Background: an optimization exercise with open tools, aiming at small area. Do not read the settings as production practice.
No run shown here included a check of the RTL's function; only the layout flow was run.
Power and IR drop assume default switching activity. The flow treats the clock pin as an ideal source, which a real chip does not have.

==> flow/design.v (outline; a module is shown in full before it is edited, if it fits) <==
// module div_xor2: 3 lines
// module div_xnor2: 3 lines
// module div_mux2i: 3 lines
// module DIV: 2615 lines
module DIV(
    input  wire        clk,
    input  wire        reset,
    input  wire        flush,
    input  wire        CE_in,
    input  wire        ex_valid_ns,
    input  wire        wb_allin,
    input  wire [31:0] dividend_in,
    input  wire [31:0] divisor_in,
    input  wire [5:0]  is_op,
    output reg  [31:0] quotient_out,
    output reg  [31:0] remainder_out,
    output reg         CE_out
);
  // ...
==> flow/flow/run.sh <==
#!/bin/bash
# Standard layout, with the port buffers made from the smallest buffer cell.
set -e
cp standard.sh standard.sh.txt
export BUFFER_PORTS_ARGS="-buffer_cell sky130_fd_sc_hd__buf_1"
bash standard.sh > standard.log 2>&1
==> flow/standard.sh <==
#!/bin/bash
# synth_recipe.tcl (not shown) runs the flow's synth.tcl, then flattens the netlist and writes it again
# the make line also repeats each setting of config.mk as NAME=value (left out here)
make -C /OpenROAD-flow-scripts/flow DESIGN_CONFIG=/design/flow/config.mk WORK_HOME=/design/flow/orfs CLKGATE_MAP_FILE= SYNTH_SCRIPT=/design/flow/synth_recipe.tcl "${@:-finish}"
==> flow/config.mk <==
export PLATFORM = sky130hd
export DESIGN_NAME = DIV
export DESIGN_NICKNAME = DIV
export VERILOG_FILES = /design/flow/design.v
export SDC_FILE = /design/flow/constraint.sdc
export NUM_CORES = 4
export LEC_CHECK = 0
export CAP_MARGIN = 20
export CORE_MARGIN = 2
export CORE_UTILIZATION = 60
export CTS_BUF_LIST = sky130_fd_sc_hd__clkbuf_16
export CTS_CLUSTER_DIAMETER = 190
export CTS_CLUSTER_SIZE = 32
export PLACE_DENSITY = 0.7
export SLEW_MARGIN = 20
export SYNTH_HIERARCHICAL = 1
==> flow/constraint.sdc <==
create_clock -name core_clock -period 12.0 [get_ports {clk}]
set_input_delay 2.4000 -clock core_clock [delete_from_list [all_inputs] [get_ports {clk}]]
set_output_delay 2.4000 -clock core_clock [all_outputs]
set_load 0.01 [all_outputs]
==> notes.md, run 1 <==
- H-tree Lvls: 2
- Crit-path max FO: 8
- Clk latency of the worst-skew pair: 0.66 ns
- Crit. End Element: flop
- Synthesized-area fraction occupied by adder cells: 0.00628
- Seq/total area: 0.489
- Actual slew at the worst max-slew pin: 0.939 ns
- Area of the core: 85300 µm²
- Post-CTS Hold Buffers: 0
- Total power: 9050 µW
- # rows: 107
- DIE AREA: 88700 µm²
- Largest family of logic cells by synthesized area: multiplexers
- Met3 Track Usage GR: 0.0186
- Largest net degree at the start of global routing: 81
- Critical path type: reg2reg
- Area of the multi-input gates: 24100 µm²
- Worst hold path type: reg2reg
- RR Startpoint: d_s14[2]
- Leakage: 0.0223 µW
- Starting Density: 0.607
- Startpoint types: flop
- Final Max Slew Viols: 0
- Syn_nets: 4306
- Max cap viols: 0
- Grt ovf: 0
- CTS tree: built
- Yosys top cell area share: 0.535
- Status: complete, no violations
- Clk pwr share: 0.225
- Synthesis-to-layout area growth: 9.46%
- Antenna diodes: 0
- DP HPWL: 59800 µm
- Synthesized area: 51800 µm²
- Comb power frac: 0.217
- Tmin final: 11.39 ns
==> run 2: changes to the inputs <==
--- a/flow/design.v
+++ b/flow/design.v
@@ -35,158 +35,194 @@
             CE_out <= 1'b0;
         end else begin
             ce_d[1] <= CE_in;
             ce_d[16:2] <= hs ? 15'd0 : ce_d[15:1];
             CE_out <= hs ? 1'b0 : ce_d[16];
         end
     end
     wire sgn = (is_op == 6'h0a);
-    reg [31:0] n_s1, v_s1;
-    reg sg_s1;
+    wire nn  = sgn & dividend_in[31];
+    wire nd  = sgn & divisor_in[31];
+    wire [31:0] an = nn ? -dividend_in : dividend_in;
+    wire [31:0] ad = nd ? -divisor_in : divisor_in;
+    wire [31:0] adm = ad ^ 32'haaaaaaaa;
+    wire nq0 = nn ^ nd;
+    wire nr0 = nn;
+    reg [31:0] a_s1;
+    reg [31:0] d_s1;
+    reg nq_s1, nr_s1;
     always @(posedge clk) begin
-        n_s1 <= dividend_in;
-        v_s1 <= divisor_in;
-        sg_s1 <= sgn;
+        a_s1 <= an;
+        d_s1 <= adm;
+        nq_s1 <= nq0;
+        nr_s1 <= nr0;
     end
-    reg [31:0] n_s2, v_s2;
-    reg sg_s2;
+    reg [31:0] a_s2;
+    reg [31:0] d_s2;
+    reg nq_s2, nr_s2;
     always @(posedge clk) begin
-        n_s2 <= n_s1;
-        v_s2 <= v_s1;
-        sg_s2 <= sg_s1;
+        a_s2 <= a_s1;
+        d_s2 <= d_s1;
+        nq_s2 <= nq_s1;
+        nr_s2 <= nr_s1;
     end
-    reg [31:0] n_s3, v_s3;
-    reg sg_s3;
+    reg [31:0] a_s3;
+    reg [31:0] d_s3;
+    reg nq_s3, nr_s3;
     always @(posedge clk) begin
-        n_s3 <= n_s2;
-        v_s3 <= v_s2;
-        sg_s3 <= sg_s2;
+        a_s3 <= a_s2;
+        d_s3 <= d_s2;
+        nq_s3 <= nq_s2;
+        nr_s3 <= nr_s2;
     end
-    wire nn  = sg_s3 & n_s3[31];
-    wire nd  = sg_s3 & v_s3[31];
-    wire [31:0] an = nn ? -n_s3 : n_s3;
-    wire [31:0] ad = nd ? -v_s3 : v_s3;
-    wire [31:0] adm = ad ^ 32'haaaaaaaa;
-    wire nq0 = nn ^ nd;
-    wire nr0 = nn;
     reg [31:0] a_s4;
     reg [31:0] d_s4;
     reg nq_s4, nr_s4;
     always @(posedge clk) begin
-        a_s4 <= an;
-        d_s4 <= adm;
-        nq_s4 <= nq0;
-        nr_s4 <= nr0;
+        a_s4 <= a_s3;
+        d_s4 <= d_s3;
+        nq_s4 <= nq_s3;
+        nr_s4 <= nr_s3;
     end
     wire t1_0 = a_s4[31];
     wire hz1 = ~|(d_s4[31:1] ^ 1431655765);
     wire [1:1] c1;
     wire [0:0] r1;
     wire ge1;
     assign c1[1] = ~(~t1_0 & (d_s4[0] ^ 1'b0));
-    assign r1[0] = (ge1 ? (t1_0 ^ (d_s4[0] ^ 1'b0)) : t1_0) ^ 1'b1;
+    wire x0_1;
+    div_xor2 ux0_1(.a(t1_0), .b(d_s4[0]), .y(x0_1));
+    assign r1[0] = (ge1 ? x0_1 : t1_0) ^ 1'b1;
     assign ge1 = hz1 & c1[1];
     wire [31:0] a1 = {a_s4[30:0], ge1};
+    wire pu1, pv1, px1;
+    div_xnor2 upu1(.a(x0_1), .b(d_s4[1]), .y(pu1));
+    div_xnor2 upv1(.a(t1_0), .b(d_s4[1]), .y(pv1));
+    div_mux2i upx1(.s(ge1), .a1(pu1), .a0(pv1), .y(px1));
     wire [1:1] t2 = r1;
     wire t2_0 = a1[31];
     wire hz2 = ~|(d_s4[31:2] ^ 715827882);
     wire [2:1] c2;
     wire [1:0] r2;
     wire ge2;
     assign c2[1] = ~(~t2_0 & (d_s4[0] ^ 1'b0));
-    assign r2[0] = (ge2 ? (t2_0 ^ (d_s4[0] ^ 1'b0)) : t2_0) ^ 1'b0;
+    wire x0_2;
+    div_xor2 ux0_2(.a(t2_0), .b(d_s4[0]), .y(x0_2));
+    assign r2[0] = (ge2 ? x0_2 : t2_0) ^ 1'b0;
     wire [1:1] x2, f2;
-    div_xor2 ux2_1(.a(t2[1]), .b(d_s4[1]), .y(x2[1]));
-    div_mux2i uc2_1(.s(x2[1]), .a1(d_s4[1]), .a0(c2[1]), .y(c2[2]));
-    div_xor2 uf2_1(.a(x2[1]), .b(c2[1]), .y(f2[1]));
+    assign x2[1] = px1;
+    div_mux2i uc2_1(.s(x2[1]), .a1(c2[1]), .a0(d_s4[1]), .y(c2[2]));
+    div_xnor2 uf2_1(.a(x2[1]), .b(c2[1]), .y(f2[1]));
     div_mux2i ur2_1(.s(ge2), .a1(f2[1]), .a0(t2[1]), .y(r2[1]));
     assign ge2 = hz2 & ~c2[2];
     wire [31:0] a2 = {a1[30:0], ge2};
+    wire pu2, pv2, px2;
+    div_xnor2 upu2(.a(x0_2), .b(d_s4[1]), .y(pu2));
+    div_xnor2 upv2(.a(t2_0), .b(d_s4[1]), .y(pv2));
+    div_mux2i upx2(.s(ge2), .a1(pu2), .a0(pv2), .y(px2));
     wire [2:1] t3 = r2;
     wire t3_0 = a2[31];
     wire hz3 = ~|(d_s4[31:3] ^ 357913941);
     wire [3:1] c3;
     wire [2:0] r3;
     wire ge3;
     assign c3[1] = ~(~t3_0 & (d_s4[0] ^ 1'b0));
-    assign r3[0] = (ge3 ? (t3_0 ^ (d_s4[0] ^ 1'b0)) : t3_0) ^ 1'b1;
+    wire x0_3;
+    div_xor2 ux0_3(.a(t3_0), .b(d_s4[0]), .y(x0_3));
+    assign r3[0] = (ge3 ? x0_3 : t3_0) ^ 1'b1;
     wire [2:1] x3, f3;
-    div_xnor2 ux3_1(.a(t3[1]), .b(d_s4[1]), .y(x3[1]));
-    div_mux2i uc3_1(.s(x3[1]), .a1(d_s4[1]), .a0(c3[1]), .y(c3[2]));
-    div_xnor2 uf3_1(.a(x3[1]), .b(c3[1]), .y(f3[1]));
+    assign x3[1] = px2;
+    div_mux2i uc3_1(.s(x3[1]), .a1(c3[1]), .a0(d_s4[1]), .y(c3[2]));
+    div_xor2 uf3_1(.a(x3[1]), .b(c3[1]), .y(f3[1]));
     div_mux2i ur3_1(.s(ge3), .a1(f3[1]), .a0(t3[1]), .y(r3[1]));
     div_xor2 ux3_2(.a(t3[2]), .b(d_s4[2]), .y(x3[2]));
     div_mux2i uc3_2(.s(x3[2]), .a1(d_s4[2]), .a0(c3[2]), .y(c3[3]));
     div_xor2 uf3_2(.a(x3[2]), .b(c3[2]), .y(f3[2]));
     div_mux2i ur3_2(.s(ge3), .a1(f3[2]), .a0(t3[2]), .y(r3[2]));
     assign ge3 = hz3 & c3[3];
     wire [31:0] a3 = {a2[30:0], ge3};
+    wire pu3, pv3, px3;
+    div_xnor2 upu3(.a(x0_3), .b(d_s4[1]), .y(pu3));
+    div_xnor2 upv3(.a(t3_0), .b(d_s4[1]), .y(pv3));
+    div_mux2i upx3(.s(ge3), .a1(pu3), .a0(pv3), .y(px3));
     wire [3:1] t4 = r3;
     wire t4_0 = a3[31];
     wire hz4 = ~|(d_s4[31:4] ^ 178956970);
     wire [4:1] c4;
     wire [3:0] r4;
     wire ge4;
     assign c4[1] = ~(~t4_0 & (d_s4[0] ^ 1'b0));
-    assign r4[0] = (ge4 ? (t4_0 ^ (d_s4[0] ^ 1'b0)) : t4_0) ^ 1'b0;
+    wire x0_4;
+    div_xor2 ux0_4(.a(t4_0), .b(d_s4[0]), .y(x0_4));
+    assign r4[0] = (ge4 ? x0_4 : t4_0) ^ 1'b0;
     wire [3:1] x4, f4;
-    div_xor2 ux4_1(.a(t4[1]), .b(d_s4[1]), .y(x4[1]));
-    div_mux2i uc4_1(.s(x4[1]), .a1(d_s4[1]), .a0(c4[1]), .y(c4[2]));
-    div_xor2 uf4_1(.a(x4[1]), .b(c4[1]), .y(f4[1]));
+    assign x4[1] = px3;
+    div_mux2i uc4_1(.s(x4[1]), .a1(c4[1]), .a0(d_s4[1]), .y(c4[2]));
+    div_xnor2 uf4_1(.a(x4[1]), .b(c4[1]), .y(f4[1]));
     div_mux2i ur4_1(.s(ge4), .a1(f4[1]), .a0(t4[1]), .y(r4[1]));
     div_xnor2 ux4_2(.a(t4[2]), .b(d_s4[2]), .y(x4[2]));
     div_mux2i uc4_2(.s(x4[2]), .a1(d_s4[2]), .a0(c4[2]), .y(c4[3]));
     div_xnor2 uf4_2(.a(x4[2]), .b(c4[2]), .y(f4[2]));
     div_mux2i ur4_2(.s(ge4), .a1(f4[2]), .a0(t4[2]), .y(r4[2]));
     div_xor2 ux4_3(.a(t4[3]), .b(d_s4[3]), .y(x4[3]));
     div_mux2i uc4_3(.s(x4[3]), .a1(d_s4[3]), .a0(c4[3]), .y(c4[4]));
     div_xor2 uf4_3(.a(x4[3]), .b(c4[3]), .y(f4[3]));
     div_mux2i ur4_3(.s(ge4), .a1(f4[3]), .a0(t4[3]), .y(r4[3]));
     assign ge4 = hz4 & ~c4[4];
     wire [31:0] a4 = {a3[30:0], ge4};
+    wire pu4, pv4, px4;
+    div_xnor2 upu4(.a(x0_4), .b(d_s4[1]), .y(pu4));
+    div_xnor2 upv4(.a(t4_0), .b(d_s4[1]), .y(pv4));
+    div_mux2i upx4(.s(ge4), .a1(pu4), .a0(pv4), .y(px4));
     wire [4:1] t5 = r4;
     wire t5_0 = a4[31];
     wire hz5 = ~|(d_s4[31:5] ^ 89478485);
     wire [5:1] c5;
     wire [4:0] r5;
     wire ge5;
     assign c5[1] = ~(~t5_0 & (d_s4[0] ^ 1'b0));
-    assign r5[0] = (ge5 ? (t5_0 ^ (d_s4[0] ^ 1'b0)) : t5_0) ^ 1'b1;
+    wire x0_5;
+    div_xor2 ux0_5(.a(t5_0), .b(d_s4[0]), .y(x0_5));
+    assign r5[0] = (ge5 ? x0_5 : t5_0) ^ 1'b1;
     wire [4:1] x5, f5;
-    div_xnor2 ux5_1(.a(t5[1]), .b(d_s4[1]), .y(x5[1]));
-    div_mux2i uc5_1(.s(x5[1]), .a1(d_s4[1]), .a0(c5[1]), .y(c5[2]));
-    div_xnor2 uf5_1(.a(x5[1]), .b(c5[1]), .y(f5[1]));
+    assign x5[1] = px4;
+    div_mux2i uc5_1(.s(x5[1]), .a1(c5[1]), .a0(d_s4[1]), .y(c5[2]));
+    div_xor2 uf5_1(.a(x5[1]), .b(c5[1]), .y(f5[1]));
     div_mux2i ur5_1(.s(ge5), .a1(f5[1]), .a0(t5[1]), .y(r5[1]));
     div_xor2 ux5_2(.a(t5[2]), .b(d_s4[2]), .y(x5[2]));
     div_mux2i uc5_2(.s(x5[2]), .a1(d_s4[2]), .a0(c5[2]), .y(c5[3]));
     div_xor2 uf5_2(.a(x5[2]), .b(c5[2]), .y(f5[2]));
     div_mux2i ur5_2(.s(ge5), .a1(f5[2]), .a0(t5[2]), .y(r5[2]));
     div_xnor2 ux5_3(.a(t5[3]), .b(d_s4[3]), .y(x5[3]));
     div_mux2i uc5_3(.s(x5[3]), .a1(d_s4[3]), .a0(c5[3]), .y(c5[4]));
     div_xnor2 uf5_3(.a(x5[3]), .b(c5[3]), .y(f5[3]));
     div_mux2i ur5_3(.s(ge5), .a1(f5[3]), .a0(t5[3]), .y(r5[3]));
     div_xor2 ux5_4(.a(t5[4]), .b(d_s4[4]), .y(x5[4]));
     div_mux2i uc5_4(.s(x5[4]), .a1(d_s4[4]), .a0(c5[4]), .y(c5[5]));
     div_xor2 uf5_4(.a(x5[4]), .b(c5[4]), .y(f5[4]));
     div_mux2i ur5_4(.s(ge5), .a1(f5[4]), .a0(t5[4]), .y(r5[4]));
     assign ge5 = hz5 & c5[5];
     wire [31:0] a5 = {a4[30:0], ge5};
+    wire pu5, pv5, px5;
+    div_xnor2 upu5(.a(x0_5), .b(d_s4[1]), .y(pu5));
+    div_xnor2 upv5(.a(t5_0), .b(d_s4[1]), .y(pv5));
+    div_mux2i upx5(.s(ge5), .a1(pu5), .a0(pv5), .y(px5));
     wire [5:1] t6 = r5;
     wire t6_0 = a5[31];
     wire hz6 = ~|(d_s4[31:6] ^ 44739242);
     wire [6:1] c6;
     wire [5:0] r6;
     wire ge6;
     assign c6[1] = ~(~t6_0 & (d_s4[0] ^ 1'b0));
     assign r6[0] = (ge6 ? (t6_0 ^ (d_s4[0] ^ 1'b0)) : t6_0) ^ 1'b0;
     wire [5:1] x6, f6;
-    div_xor2 ux6_1(.a(t6[1]), .b(d_s4[1]), .y(x6[1]));
-    div_mux2i uc6_1(.s(x6[1]), .a1(d_s4[1]), .a0(c6[1]), .y(c6[2]));
-    div_xor2 uf6_1(.a(x6[1]), .b(c6[1]), .y(f6[1]));
+    assign x6[1] = px5;
+    div_mux2i uc6_1(.s(x6[1]), .a1(c6[1]), .a0(d_s4[1]), .y(c6[2]));
+    div_xnor2 uf6_1(.a(x6[1]), .b(c6[1]), .y(f6[1]));
     div_mux2i ur6_1(.s(ge6), .a1(f6[1]), .a0(t6[1]), .y(r6[1]));
     div_xnor2 ux6_2(.a(t6[2]), .b(d_s4[2]), .y(x6[2]));
     div_mux2i uc6_2(.s(x6[2]), .a1(d_s4[2]), .a0(c6[2]), .y(c6[3]));
     div_xnor2 uf6_2(.a(x6[2]), .b(c6[2]), .y(f6[2]));
     div_mux2i ur6_2(.s(ge6), .a1(f6[2]), .a0(t6[2]), .y(r6[2]));
     div_xor2 ux6_3(.a(t6[3]), .b(d_s4[3]), .y(x6[3]));
     div_mux2i uc6_3(.s(x6[3]), .a1(d_s4[3]), .a0(c6[3]), .y(c6[4]));
     div_xor2 uf6_3(.a(x6[3]), .b(c6[3]), .y(f6[3]));
@@ -214,17 +250,19 @@
     end
     wire [6:1] t7 = r_s5;
     wire t7_0 = a_s5[31];
     wire hz7 = ~|(d_s5[31:7] ^ 22369621);
     wire [7:1] c7;
     wire [6:0] r7;
     wire ge7;
     assign c7[1] = ~(~t7_0 & (d_s5[0] ^ 1'b0));
-    assign r7[0] = (ge7 ? (t7_0 ^ (d_s5[0] ^ 1'b0)) : t7_0) ^ 1'b1;
+    wire x0_7;
+    div_xor2 ux0_7(.a(t7_0), .b(d_s5[0]), .y(x0_7));
+    assign r7[0] = (ge7 ? x0_7 : t7_0) ^ 1'b1;
     wire [6:1] x7, f7;
     div_xnor2 ux7_1(.a(t7[1]), .b(d_s5[1]), .y(x7[1]));
     div_mux2i uc7_1(.s(x7[1]), .a1(d_s5[1]), .a0(c7[1]), .y(c7[2]));
     div_xnor2 uf7_1(.a(x7[1]), .b(c7[1]), .y(f7[1]));
     div_mux2i ur7_1(.s(ge7), .a1(f7[1]), .a0(t7[1]), .y(r7[1]));
     div_xor2 ux7_2(.a(t7[2]), .b(d_s5[2]), .y(x7[2]));
     div_mux2i uc7_2(.s(x7[2]), .a1(d_s5[2]), .a0(c7[2]), .y(c7[3]));
     div_xor2 uf7_2(.a(x7[2]), .b(c7[2]), .y(f7[2]));
@@ -242,28 +280,34 @@
     div_xnor2 uf7_5(.a(x7[5]), .b(c7[5]), .y(f7[5]));
     div_mux2i ur7_5(.s(ge7), .a1(f7[5]), .a0(t7[5]), .y(r7[5]));
     div_xor2 ux7_6(.a(t7[6]), .b(d_s5[6]), .y(x7[6]));
     div_mux2i uc7_6(.s(x7[6]), .a1(d_s5[6]), .a0(c7[6]), .y(c7[7]));
     div_xor2 uf7_6(.a(x7[6]), .b(c7[6]), .y(f7[6]));
     div_mux2i ur7_6(.s(ge7), .a1(f7[6]), .a0(t7[6]), .y(r7[6]));
     assign ge7 = hz7 & c7[7];
     wire [31:0] a7 = {a_s5[30:0], ge7};
+    wire pu7, pv7, px7;
+    div_xnor2 upu7(.a(x0_7), .b(d_s5[1]), .y(pu7));
+    div_xnor2 upv7(.a(t7_0), .b(d_s5[1]), .y(pv7));
+    div_mux2i upx7(.s(ge7), .a1(pu7), .a0(pv7), .y(px7));
     wire [7:1] t8 = r7;
     wire t8_0 = a7[31];
     wire hz8 = ~|(d_s5[31:8] ^ 11184810);
     wire [8:1] c8;
     wire [7:0] r8;
     wire ge8;
     assign c8[1] = ~(~t8_0 & (d_s5[0] ^ 1'b0));
-    assign r8[0] = (ge8 ? (t8_0 ^ (d_s5[0] ^ 1'b0)) : t8_0) ^ 1'b0;
+    wire x0_8;
+    div_xor2 ux0_8(.a(t8_0), .b(d_s5[0]), .y(x0_8));
+    assign r8[0] = (ge8 ? x0_8 : t8_0) ^ 1'b0;
     wire [7:1] x8, f8;
-    div_xor2 ux8_1(.a(t8[1]), .b(d_s5[1]), .y(x8[1]));
-    div_mux2i uc8_1(.s(x8[1]), .a1(d_s5[1]), .a0(c8[1]), .y(c8[2]));
-    div_xor2 uf8_1(.a(x8[1]), .b(c8[1]), .y(f8[1]));
+    assign x8[1] = px7;
+    div_mux2i uc8_1(.s(x8[1]), .a1(c8[1]), .a0(d_s5[1]), .y(c8[2]));
+    div_xnor2 uf8_1(.a(x8[1]), .b(c8[1]), .y(f8[1]));
     div_mux2i ur8_1(.s(ge8), .a1(f8[1]), .a0(t8[1]), .y(r8[1]));
     div_xnor2 ux8_2(.a(t8[2]), .b(d_s5[2]), .y(x8[2]));
     div_mux2i uc8_2(.s(x8[2]), .a1(d_s5[2]), .a0(c8[2]), .y(c8[3]));
     div_xnor2 uf8_2(.a(x8[2]), .b(c8[2]), .y(f8[2]));
     div_mux2i ur8_2(.s(ge8), .a1(f8[2]), .a0(t8[2]), .y(r8[2]));
     div_xor2 ux8_3(.a(t8[3]), .b(d_s5[3]), .y(x8[3]));
     div_mux2i uc8_3(.s(x8[3]), .a1(d_s5[3]), .a0(c8[3]), .y(c8[4]));
     div_xor2 uf8_3(.a(x8[3]), .b(c8[3]), .y(f8[3]));
@@ -281,28 +325,34 @@
     div_xnor2 uf8_6(.a(x8[6]), .b(c8[6]), .y(f8[6]));
     div_mux2i ur8_6(.s(ge8), .a1(f8[6]), .a0(t8[6]), .y(r8[6]));
     div_xor2 ux8_7(.a(t8[7]), .b(d_s5[7]), .y(x8[7]));
     div_mux2i uc8_7(.s(x8[7]), .a1(d_s5[7]), .a0(c8[7]), .y(c8[8]));
     div_xor2 uf8_7(.a(x8[7]), .b(c8[7]), .y(f8[7]));
     div_mux2i ur8_7(.s(ge8), .a1(f8[7]), .a0(t8[7]), .y(r8[7]));
     assign ge8 = hz8 & ~c8[8];
     wire [31:0] a8 = {a7[30:0], ge8};
+    wire pu8, pv8, px8;
+    div_xnor2 upu8(.a(x0_8), .b(d_s5[1]), .y(pu8));
+    div_xnor2 upv8(.a(t8_0), .b(d_s5[1]), .y(pv8));
+    div_mux2i upx8(.s(ge8), .a1(pu8), .a0(pv8), .y(px8));
     wire [8:1] t9 = r8;
     wire t9_0 = a8[31];
     wire hz9 = ~|(d_s5[31:9] ^ 5592405);
     wire [9:1] c9;
     wire [8:0] r9;
     wire ge9;
     assign c9[1] = ~(~t9_0 & (d_s5[0] ^ 1'b0));
-    assign r9[0] = (ge9 ? (t9_0 ^ (d_s5[0] ^ 1'b0)) : t9_0) ^ 1'b1;
+    wire x0_9;
+    div_xor2 ux0_9(.a(t9_0), .b(d_s5[0]), .y(x0_9));
+    assign r9[0] = (ge9 ? x0_9 : t9_0) ^ 1'b1;
     wire [8:1] x9, f9;
-    div_xnor2 ux9_1(.a(t9[1]), .b(d_s5[1]), .y(x9[1]));
-    div_mux2i uc9_1(.s(x9[1]), .a1(d_s5[1]), .a0(c9[1]), .y(c9[2]));
-    div_xnor2 uf9_1(.a(x9[1]), .b(c9[1]), .y(f9[1]));
+    assign x9[1] = px8;
+    div_mux2i uc9_1(.s(x9[1]), .a1(c9[1]), .a0(d_s5[1]), .y(c9[2]));
+    div_xor2 uf9_1(.a(x9[1]), .b(c9[1]), .y(f9[1]));
     div_mux2i ur9_1(.s(ge9), .a1(f9[1]), .a0(t9[1]), .y(r9[1]));
     div_xor2 ux9_2(.a(t9[2]), .b(d_s5[2]), .y(x9[2]));
     div_mux2i uc9_2(.s(x9[2]), .a1(d_s5[2]), .a0(c9[2]), .y(c9[3]));
     div_xor2 uf9_2(.a(x9[2]), .b(c9[2]), .y(f9[2]));
     div_mux2i ur9_2(.s(ge9), .a1(f9[2]), .a0(t9[2]), .y(r9[2]));
     div_xnor2 ux9_3(.a(t9[3]), .b(d_s5[3]), .y(x9[3]));
     div_mux2i uc9_3(.s(x9[3]), .a1(d_s5[3]), .a0(c9[3]), .y(c9[4]));
     div_xnor2 uf9_3(.a(x9[3]), .b(c9[3]), .y(f9[3]));
@@ -324,28 +374,32 @@
     div_xnor2 uf9_7(.a(x9[7]), .b(c9[7]), .y(f9[7]));
     div_mux2i ur9_7(.s(ge9), .a1(f9[7]), .a0(t9[7]), .y(r9[7]));
     div_xor2 ux9_8(.a(t9[8]), .b(d_s5[8]), .y(x9[8]));
     div_mux2i uc9_8(.s(x9[8]), .a1(d_s5[8]), .a0(c9[8]), .y(c9[9]));
     div_xor2 uf9_8(.a(x9[8]), .b(c9[8]), .y(f9[8]));
     div_mux2i ur9_8(.s(ge9), .a1(f9[8]), .a0(t9[8]), .y(r9[8]));
     assign ge9 = hz9 & c9[9];
     wire [31:0] a9 = {a8[30:0], ge9};
+    wire pu9, pv9, px9;
+    div_xnor2 upu9(.a(x0_9), .b(d_s5[1]), .y(pu9));
+    div_xnor2 upv9(.a(t9_0), .b(d_s5[1]), .y(pv9));
+    div_mux2i upx9(.s(ge9), .a1(pu9), .a0(pv9), .y(px9));
     wire [9:1] t10 = r9;
     wire t10_0 = a9[31];
     wire hz10 = ~|(d_s5[31:10] ^ 2796202);
     wire [10:1] c10;
     wire [9:0] r10;
     wire ge10;
     assign c10[1] = ~(~t10_0 & (d_s5[0] ^ 1'b0));
     assign r10[0] = (ge10 ? (t10_0 ^ (d_s5[0] ^ 1'b0)) : t10_0) ^ 1'b0;
     wire [9:1] x10, f10;
-    div_xor2 ux10_1(.a(t10[1]), .b(d_s5[1]), .y(x10[1]));
-    div_mux2i uc10_1(.s(x10[1]), .a1(d_s5[1]), .a0(c10[1]), .y(c10[2]));
-    div_xor2 uf10_1(.a(x10[1]), .b(c10[1]), .y(f10[1]));
+    assign x10[1] = px9;
+    div_mux2i uc10_1(.s(x10[1]), .a1(c10[1]), .a0(d_s5[1]), .y(c10[2]));
+    div_xnor2 uf10_1(.a(x10[1]), .b(c10[1]), .y(f10[1]));
     div_mux2i ur10_1(.s(ge10), .a1(f10[1]), .a0(t10[1]), .y(r10[1]));
     div_xnor2 ux10_2(.a(t10[2]), .b(d_s5[2]), .y(x10[2]));
     div_mux2i uc10_2(.s(x10[2]), .a1(d_s5[2]), .a0(c10[2]), .y(c10[3]));
     div_xnor2 uf10_2(.a(x10[2]), .b(c10[2]), .y(f10[2]));
     div_mux2i ur10_2(.s(ge10), .a1(f10[2]), .a0(t10[2]), .y(r10[2]));
     div_xor2 ux10_3(.a(t10[3]), .b(d_s5[3]), .y(x10[3]));
     div_mux2i uc10_3(.s(x10[3]), .a1(d_s5[3]), .a0(c10[3]), .y(c10[4]));
     div_xor2 uf10_3(.a(x10[3]), .b(c10[3]), .y(f10[3]));
--- a/flow/config.mk
+++ b/flow/config.mk
@@ -6,11 +6,10 @@
 export NUM_CORES = 4
 export LEC_CHECK = 0
 export CAP_MARGIN = 20
 export CORE_MARGIN = 2
 export CORE_UTILIZATION = 60
 export CTS_BUF_LIST = sky130_fd_sc_hd__clkbuf_16
 export CTS_CLUSTER_DIAMETER = 190
 export CTS_CLUSTER_SIZE = 32
-export PLACE_DENSITY = 0.7
 export SLEW_MARGIN = 20
 export SYNTH_HIERARCHICAL = 1
==> run 2 against run 1 <==
Net effect: clock skew rose by 0.0086 ns; clock power barely moved; die area rose by 0.60%; global-route usage barely moved; critical path type unchanged; utilization fell by 0.37 points; total power rose by 0.33%; critical path depth rose by 2; design area rose by 0.68%; critical endpoint is now r_s15[15]; sequential power barely moved.
==> notes.md, run 2 <==
- Post-DRT Antenna Nets: 0
- Non-filler cells, final: 5715
- Synthesized area: 52100 µm² (+0.61%)
- Highest routed layer: met4
- Vias/cell: 4.99
- EDFF count, synth: 0
- Placed cell count: 5578
- Mapped Cells: 4239
- Leakage: 0.0223 µW (-0.20%)
- Post-route clock period utilization: 0.931
- Top delay family on crit path: multiplexers
- Clock skew: 0.0473 ns
- DP HPWL: 60100 µm (+0.51%)
- Crit path largest cell delay: 0.39 ns
- IO Count: 141
- Grt ovf: 0 (unchanged)
- Power Density: 159 nW/µm²
- Routed wire per std cell: 13.9 µm
- Area of the core: 86300 µm² (+1.3%)
- Clk latency of the worst-skew pair: 0.67 ns (about the same)
- Post-synth top cells: 1386 x dfxtp_1, 1033 x mux2i_1, 590 x xor2_1, 559 x xnor2_1, 104 x nand2_1
- Post-CTS Hold Buffers: 0 (unchanged)
- Total power: 9080 µW (+0.33%)
- Crit-path max FO: 7 (-1)
- Drt first-iter violations: 755
- Slew HR: 0.291
- Final setup vio count: 0
- Via count: 28490
- Share of power burned in registers: 0.557
- DP Area: 54700 µm²
- Cell type with the highest aggregate area in the netlist: dfxtp_1
- CTS buffer count: 49
- WP data required: 12.57 ns
- Clk slew on worst S/H paths: 0.11 ns
- Commonest non-fill, non-tap cell in the layout: dfxtp_1
- Largest net degree at the start of global routing: 65 (-20%)
- Yosys top cell area share: 0.533 (-0.00207)
- Die X: 299 µm
- Internal power: 6600 µW
- Startpoint types: flop
- Psw: 2480 µW
- Count leader, synth: dfxtp_1
- Synthesis-to-layout area growth: 9.54% (about the same)
- # port buffers: 140
- Syn_nets: 4333 (+0.63%)
- Actual slew at the worst max-slew pin: 1.05 ns (+0.115 ns)
- Yosys warning count: 7
- CP Buf/Inv Count: 3
- Crit. End Element: flop
- DIE AREA: 89200 µm² (+0.60%)
- Max Freq: 0.0895 GHz
- # rows: 108 (+0.93%)
- Die H: 299 µm
- Max cap viols: 0 (unchanged)
- Clk pwr share: 0.224 (about the same)
- Final instance area: 57100 µm²
- Endpoints failing hold: 0
- Yosys reg bits: 1386
- Status: complete, no violations
- Post-synthesis sequential area ratio: 0.533
- Vias in the first global route: 28225
- Main synth FF type: dfxtp_1
- Tmin final: 11.17 ns (-0.219 ns)
- CTS root buffer: clkbuf_16
- Sinks on Clock Net: 1386
- GPL Wtd Cong: 0.830
- Met2 WL: 44500 µm
- Critical Path Slowest Stage Cell: dfxtp_4
- Most frequent CP cell: mux2i_1
- Comb power frac: 0.219 (+0.002)
- Ranking of synthesized cells by area: dfxtp_1 53%, mux2i_1 20%, xor2_1 9.9%
- Sw Share: 0.273
- Gr usage total: 0.172
- Final worst setup slack: 0.827 ns
- Unrepaired setup endpoints after global routing: yes
- Final net count: 4651
- Pre-antenna DRT Iters: 4
- Final Max Slew Viols: 0 (unchanged)
- Average size of a mapped cell: 12.3 µm²
- Met1 Wirelength: 31700 µm
- Worst EP arrival: 11.74 ns
- Critical path type: reg2reg
- Final wirelength: 79600 µm
- H-tree Lvls: 2 (unchanged)
- Layout cells sized above 1: 0.0667
- Most frequent cells in the layout: 1376 x dfxtp_1, 1025 x mux2i_1, 586 x xor2_1
- Worst ir drop on vdd: 0.143 mV
- Metal3 WL: 1820 µm
- Ys async rst share: 0
- Drt drc: 0
- Max Root-Sink Buffers: 3
- Worst hold path type: reg2reg
- Final TNS setup: 0 ns
- First-pass GRT wire length: 130000 µm
- CTS tree: built
- Yosys cell types: 59
- Starting Density: 0.603 (-0.00387)
- Antenna violations before repair: 5
- Worst slack, placed: 0.0378 ns
[run 2: changes by cell type after synthesis, sizes merged, moves of 6 or more]
cell / delta
nor2: +19
nor3: +17
a21oi: +15
o31ai: -15
xnor2: +13
mux2i: +11
or3: -11
nand2b: +9
o41ai: -9
ha: -8
nand3: -8
or2: -8
a31oi: +6
[run 2: final cells by class]
type	instances	area, µm²
clock inverter	4	110
inverter	51	191
antenna	1	2.50
sequential	1386	27800
timing repair buffer	300	1960
clock buffer	49	1230
fill	6742	29300
tap	1155	1450
multi-input combinational	2769	24400
[run 2: what timing repair did]
item | CTS | global route
gates resized for setup | 0 | 49
pin swaps | 0 | 6
gates cloned | 0 | 8
buffers inserted | 1 | 74
endpoints found under the setup margin | 8 | 129
[run 2: worst reg2reg max path: cells and delay by family (launching register included)]
family                    cells  cell delay [ns]
muxes                        57             9.50
and+or+nand+nor               2             0.37
DFF                           1             0.39
xor gates and xnor gates      2             0.38
buffers and inverters         3             0.44
[run 2: per-module statistics from Yosys, one instance, submodules excluded]
module / times used / flip-flops and latches
div_xnor2: 522 / 0
div_xor2: 508 / 0
div_mux2i: 1011 / 0
DIV: 1 / 1386
[run 2: metal layers]
metal  track usage  vias up
li1              -    14981
met1         0.186    13196
met2         0.349      229
met3        0.0185       84
met4        0.0419        0
met5             0        -
[run 2: cell families (layout without fill, tap and decap cells)]
family	count (synthesis)	after routing	synth area share
fa+ha+maj	18	18	0.00432
xor+xnor	1149	1149	0.193
other cells	0	1	0
buf+inv	84	404	0.00620
simple gates	378	378	0.0407
mux	1039	1039	0.200
flops	1386	1386	0.533
compound gates	185	185	0.0230
[run 2: power by group through the flow]
stage               logic, µW  registers, µW  clock network [µW]
global route             2210           5100                2270
floorplan                1620           5120                   0
CTS                      1930           5060                2120
global placement         1880           5160                   0
detailed placement       1930           5170                   0
finish                   1990           5060                2040
[run 2: path summary, 6_finish.rpt]
check | start | end | slack (ns) | cells after the start
worst min register to register | a_s3[11] | a_s4[11] | 0.32 | 0
worst max-delay path | d_s14[2] | r_s15[15] | 0.83 | 64
worst max register to register | d_s14[2] | r_s15[15] | 0.83 | 64
worst min-delay path | a_s3[11] | a_s4[11] | 0.32 | 0
[run 2: per-stage QoR]
step | utilization | hold WS, ns
floorplan | - | 0.310
global placement | 0.634 | 0.310
detailed placement | 0.634 | 0.312
CTS | 0.649 | 0.321
global route | 0.661 | 0.319
finish | 0.661 | 0.315

-- separate check: timing with driven ports --
The results above use ideal ports. As a check the final layouts listed here were re-extracted and re-timed, cells and wires unchanged.
Step 1 assumes that a clkbuf_16 drives the clock port and a buf_2 every other input.
Step 2 times the ports against the registers' clock, not the clock port: input delays grow and output delays shrink by t, the midpoint of the rising clock arrivals with the driver on.
Three values: ideal, step 1, step 2; two values: the first two.
run	shift t [ns]	setup WS [ns]	worst setup path after step 2
run 1	0.707	0.608 / 0.608 / 0.608	register to register
run 2	0.714	0.827 / 0.827 / 0.827	register to register
After both steps setup and hold are still met in every run listed.
